From an optimization exercise on the open Yosys and OpenROAD flow, aimed at small area; shortcuts taken in it are not production practice.
Where RTL was checked, it was by simulation tests only, not by an equivalence proof against the original.
No activity file was given, so power comes from the tool's default toggle rates.

Setup of run C:
==> module Top_basys3, before the edit <==
module Top_basys3(
  input  logic        clk,
  input  logic        btnC,
  input  logic        btnU,
  input  logic [2:0]  sw,
  output logic [3:0]  an,
  output logic [6:0]  seg,
  output logic        dp
);
  logic       rst;
  assign rst = btnC;
  logic [6:0] p;
  logic [2:0] r;
  logic [3:0] q;
  logic       r4, q14, p_hi, tick, mtick;
  assign r4    = r[2];                     
  assign q14   = q[3] & q[2] & q[1];       
  assign p_hi  = &p[5:1];                  
  assign tick  = p_hi & p[0] & ~p[6];      
  assign mtick = (&p[4:0]) & r4 & q14;     
  always_ff @(posedge clk) begin
    if (rst) begin
      p <= '0;
      r <= '0;
      q <= '0;
    end else begin
      p <= p + 7'd1;
      r <= r4 ? 3'd0 : r + 3'd1;
      if (r4) q <= q14 ? 4'd0 : q + 4'd1;
    end
  end
  logic [3:0] mu, hx;
  logic [2:0] md;
  logic       h10;
  logic       mu9, md5, hx9, h2x;
  assign mu9 = mu[3] & mu[0];
  assign md5 = md[2] & md[0];
  assign h2x = hx[3] & hx[2];              
  assign hx9 = hx[3] & ~hx[2] & hx[0];     
  always_ff @(posedge clk) begin
    if (rst) begin
      mu <= '0; md <= '0; hx <= '0; h10 <= 1'b0;
    end else if (mtick) begin
      if (mu9) begin
        mu <= '0;
        if (md5) begin
          md <= '0;
          if (hx9) begin
            hx  <= h10 ? 4'd12 : 4'd0;
            h10 <= ~h10;
          end else begin
            hx <= hx + 4'd1;
          end
        end else begin
          md <= md + 3'd1;
        end
      end else begin
        mu <= mu + 4'd1;
      end
    end
  end
  logic [3:0] hu;
  logic [1:0] hd;
  assign hu = {hx[3] & ~hx[2], hx[2] & ~hx[3], hx[1], hx[0]};
  assign hd = {h2x, h10};
  logic [1:0] m1;
  logic       V1;
  logic [1:0] D1;
  assign V1 = m1[1] & ~m1[0];
  assign D1 = {V1, m1[1] & m1[0]};
  logic [1:0] m2, tal;
  logic       go, C;
  assign C  = sw[2];
  assign go = ~sw[0] & V1 & C;
  always_comb begin
    case (m2)
      2'd0: tal = go ? 2'd1 : 2'd0;
      2'd1: tal = go ? 2'd2 : 2'd1;
      2'd2: tal = C  ? 2'd2 : 2'd3;
      2'd3: tal = C  ? 2'd3 : 2'd0;
    endcase
  end
  always_ff @(posedge clk) begin
    if (rst) begin
      m1 <= 2'd0;
      m2 <= 2'd0;
    end else if (tick) begin
      case (m1)
        2'b00: if (sw[0]) m1 <= 2'b01;
        2'b01: if (sw[1]) m1 <= 2'b11;
        2'b11: if (sw[1]) m1 <= 2'b10;
        default: ;
      endcase
      m2 <= tal;
    end
  end
  logic sync0, sync1, sat, stable, dly, pulse, show_clock;
  always_ff @(posedge clk) begin
    sync0 <= btnU;
    sync1 <= sync0;
    dly   <= stable;
    if (rst) begin
      sat        <= 1'b0;
      stable     <= 1'b0;
      pulse      <= 1'b0;
      show_clock <= 1'b0;
    end else begin
      sat        <= sat | p_hi;           
      stable     <= sat & sync1;
      pulse      <= stable & ~dly;
      show_clock <= show_clock ^ pulse;
    end
  end
  logic [1:0] f;
  assign f = p[1:0] - r[1:0];
  logic [3:0] v;
  always_comb begin
    case (f)
      2'd0: v = show_clock ? mu           : {2'b00, D1};
      2'd1: v = show_clock ? {1'b0, md}   : 4'hF;
      2'd2: v = show_clock ? hu           : 4'hF;
      2'd3: v = show_clock ? {2'b00, hd}  : {2'b00, tal};
    endcase
  end
  always_comb begin
    case (f)
      2'd0: an = 4'b1110;
      2'd1: an = 4'b1101;
      2'd2: an = 4'b1011;
      2'd3: an = 4'b0111;
    endcase
  end
  always_comb begin
    case (v)
      4'd0: seg = 7'b1000000;
      4'd1: seg = 7'b1111001;
      4'd2: seg = 7'b0100100;
      4'd3: seg = 7'b0110000;
      4'd4: seg = 7'b0011001;
      4'd5: seg = 7'b0010010;
      4'd6: seg = 7'b0000010;
      4'd7: seg = 7'b1111000;
      4'd8: seg = 7'b0000000;
      4'd9: seg = 7'b0010000;
      default: seg = 7'b1111111;
    endcase
  end
  assign dp = 1'b1;
endmodule
export LEC_CHECK = 0
export CAP_MARGIN = 20
export CORE_MARGIN = 2
export CORE_UTILIZATION = 40
export CTS_BUF_LIST = sky130_fd_sc_hd__clkbuf_4
export PLACE_DENSITY = 0.6
export SLEW_MARGIN = 20
create_clock -name core_clock -period 6.0 [get_ports {clk}]
standard.sh (not shown) runs the stock make flow with config.mk's settings and CLKGATE_MAP_FILE= SYNTH_SCRIPT=/design/flow/synth_recipe.tcl, a recipe that flattens the netlist after the stock synthesis.
==> flow/flow/run.sh <==
#!/bin/bash
# Own flow: the standard synthesis, then an area re-mapping of its
# combinational logic (registers untouched, several ABC runs, smallest
# kept), then the standard layout with minimum-size port buffers and a
# small clock tree without dummy loads.
set -euo pipefail
HERE=$PWD
RES=$HERE/orfs/results/$FLOW_PLATFORM/Top_basys3/base
LIB=$FLOW_HOME/platforms/$FLOW_PLATFORM/lib/sky130_fd_sc_hd__tt_025C_1v80.lib
YOSYS=$(command -v yosys || echo $FLOW_HOME/../tools/install/yosys/bin/yosys)

bash standard.sh $RES/1_2_yosys.v > $HERE/std_synth.log 2>&1
cp $RES/1_2_yosys.v $HERE/std_netlist.v

mkdir -p $HERE/reopt
run_one() {
  local n=$1 script=$2
  echo "$script" > $HERE/reopt/r$n.abc
  sed -e "s|LIBFILE|$LIB|g" -e "s|NETIN|$HERE/std_netlist.v|" -e "s|NETOUT|$HERE/reopt/r$n.v|" \
      -e "s|ABCSCRIPT|$HERE/reopt/r$n.abc|" -e "s|AREAFILE|$HERE/reopt/r$n.area|" \
      flow/reopt.ys > $HERE/reopt/r$n.ys
  timeout 600 $YOSYS -s $HERE/reopt/r$n.ys > $HERE/reopt/r$n.log 2>&1 || true
}
i=0
for S in 1 2 3 4 5 6 7 8; do
  for M in "amap"; do
    i=$((i+1))
    run_one $i "strash; &get -n; &deepsyn -T 20 -S $S; &put; dch -f; $M" &
    if (( i % 4 == 0 )); then wait; fi
  done
done
wait
best=""; bestA=1e18
for a in $HERE/reopt/r*.area; do
  A=$(grep -oP "Chip area for module .*: \K[0-9.]+" $a || true)
  [[ -z "$A" ]] && continue
  if python3 -c "import sys; sys.exit(0 if $A < $bestA else 1)"; then bestA=$A; best=${a%.area}.v; fi
done
echo "best: $best $bestA" | tee $HERE/reopt/choice.txt
[[ -n "$best" ]] || exit 1
cp $best $RES/1_2_yosys.v
touch $RES/1_2_yosys.v $RES/1_2_yosys.sdc
bash standard.sh "BUFFER_PORTS_ARGS=-buffer_cell sky130_fd_sc_hd__buf_1" \
  "CTS_ARGS=-buf_list sky130_fd_sc_hd__clkbuf_4 -sink_clustering_enable -sink_clustering_size 20 -sink_clustering_max_diameter 300 -dont_use_dummy_load -repair_clock_nets" \
  finish > $HERE/std_layout.log 2>&1
Other scripts of this flow, unchanged in this note and not shown: flow/flow/reopt.ys
Run C reached the end of the flow, and the finished layout is clean on the timing, design-rule and antenna checks.
The following lists how run D was set up differently from run C:
-- flow/design.v --
<<< run C, line 20
  assign tick  = p_hi & p[0] & ~p[6];      
  assign mtick = (&p[4:0]) & r4 & q14;     
  always_ff @(posedge clk) begin
    if (rst) begin
      p <= '0;
      r <= '0;
      q <= '0;
    end else begin
      p <= p + 7'd1;
      r <= r4 ? 3'd0 : r + 3'd1;
      if (r4) q <= q14 ? 4'd0 : q + 4'd1;
    end
  end
>>> run D, line 20
  assign tick  = p_hi & p[0] & ~p[6];      
  assign mtick = (&p[4:0]) & r4 & q14;     
  logic unsat;
  assign unsat = &q;
  always_ff @(posedge clk) begin
    if (rst) begin
      p <= '0;
      r <= '0;
      q <= 4'hF;
    end else begin
      p <= p + 7'd1;
      r <= r4 ? 3'd0 : r + 3'd1;
      if (unsat) begin
        if (p_hi) q <= 4'd12;
      end else if (r4) q <= q14 ? 4'd0 : q + 4'd1;
    end
  end
<<< run C, line 96
    end
  end
  logic sync0, sync1, sat, stable, dly, pulse, show_clock;
  always_ff @(posedge clk) begin
    sync0 <= btnU;
>>> run D, line 100
    end
  end
  logic sync0, sync1, stable, dly, pulse, show_clock;
  always_ff @(posedge clk) begin
    sync0 <= btnU;
<<< run C, line 102
    dly   <= stable;
    if (rst) begin
      sat        <= 1'b0;
      stable     <= 1'b0;
      pulse      <= 1'b0;
      show_clock <= 1'b0;
    end else begin
      sat        <= sat | p_hi;           
      stable     <= sat & sync1;
      pulse      <= stable & ~dly;
      show_clock <= show_clock ^ pulse;
>>> run D, line 106
    dly   <= stable;
    if (rst) begin
      stable     <= 1'b0;
      pulse      <= 1'b0;
      show_clock <= 1'b0;
    end else begin
      stable     <= ~unsat & sync1;
      pulse      <= stable & ~dly;
      show_clock <= show_clock ^ pulse;
Findings:
- Re layout sequential cell count: run C and run D aren't equal, and the lower value belongs to run D.
- Going from run C to run D, total power grew by 0.000032 W; final wirelength grew by 92 um; power consumed by the clock network held steady; worst setup slack shrank by 0.11 ns; total net switching power grew by 16%.
- In the tables for run C and run D, total leakage power reads lower with run D.
- On part of the power in combinational logic: run D sits above run C.
- Routed length on met3: run D vs run C down 13 um
- Core utilization of run C is on par with run D.
- Comparing starting DRC count in detailed routing for run C and run D, the smaller number came from run C.
- Against run C as the reference, run D delivers a lower clock network power share.
- Floorplan die height, run C and run D, higher one = run C.
The RTL of run C was laid out without a check of its function.

static timing again, ports no longer ideal:
How much do the figures lean on ideal ports? The routed layouts below were timed once more, with nothing changed but the port constraints.
Step 1: set_driving_cell puts a clkbuf_16 on clk and a buf_2 on each other input, an assumption about the parent block.
Step 2 also shifts input and output timing later by t, the mid clock arrival at the registers, as if the neighbouring blocks saw the same clock.
a / b / c = ideal / step 1 / step 2; a / b = the first two.
run	shift t [ns]	slack for setup (ns)	worst register clock-pin slew, ns	worst slew at a driven data input, ns	cell pins on the clock port's net
run C	0.353	1.369 / 1.345 / 1.546	0.11 / 0.11	0.03	1
run D	0.355	1.264 / 1.240 / 1.340	0.11 / 0.11	0.03	1
After both steps every run listed still meets setup and hold.
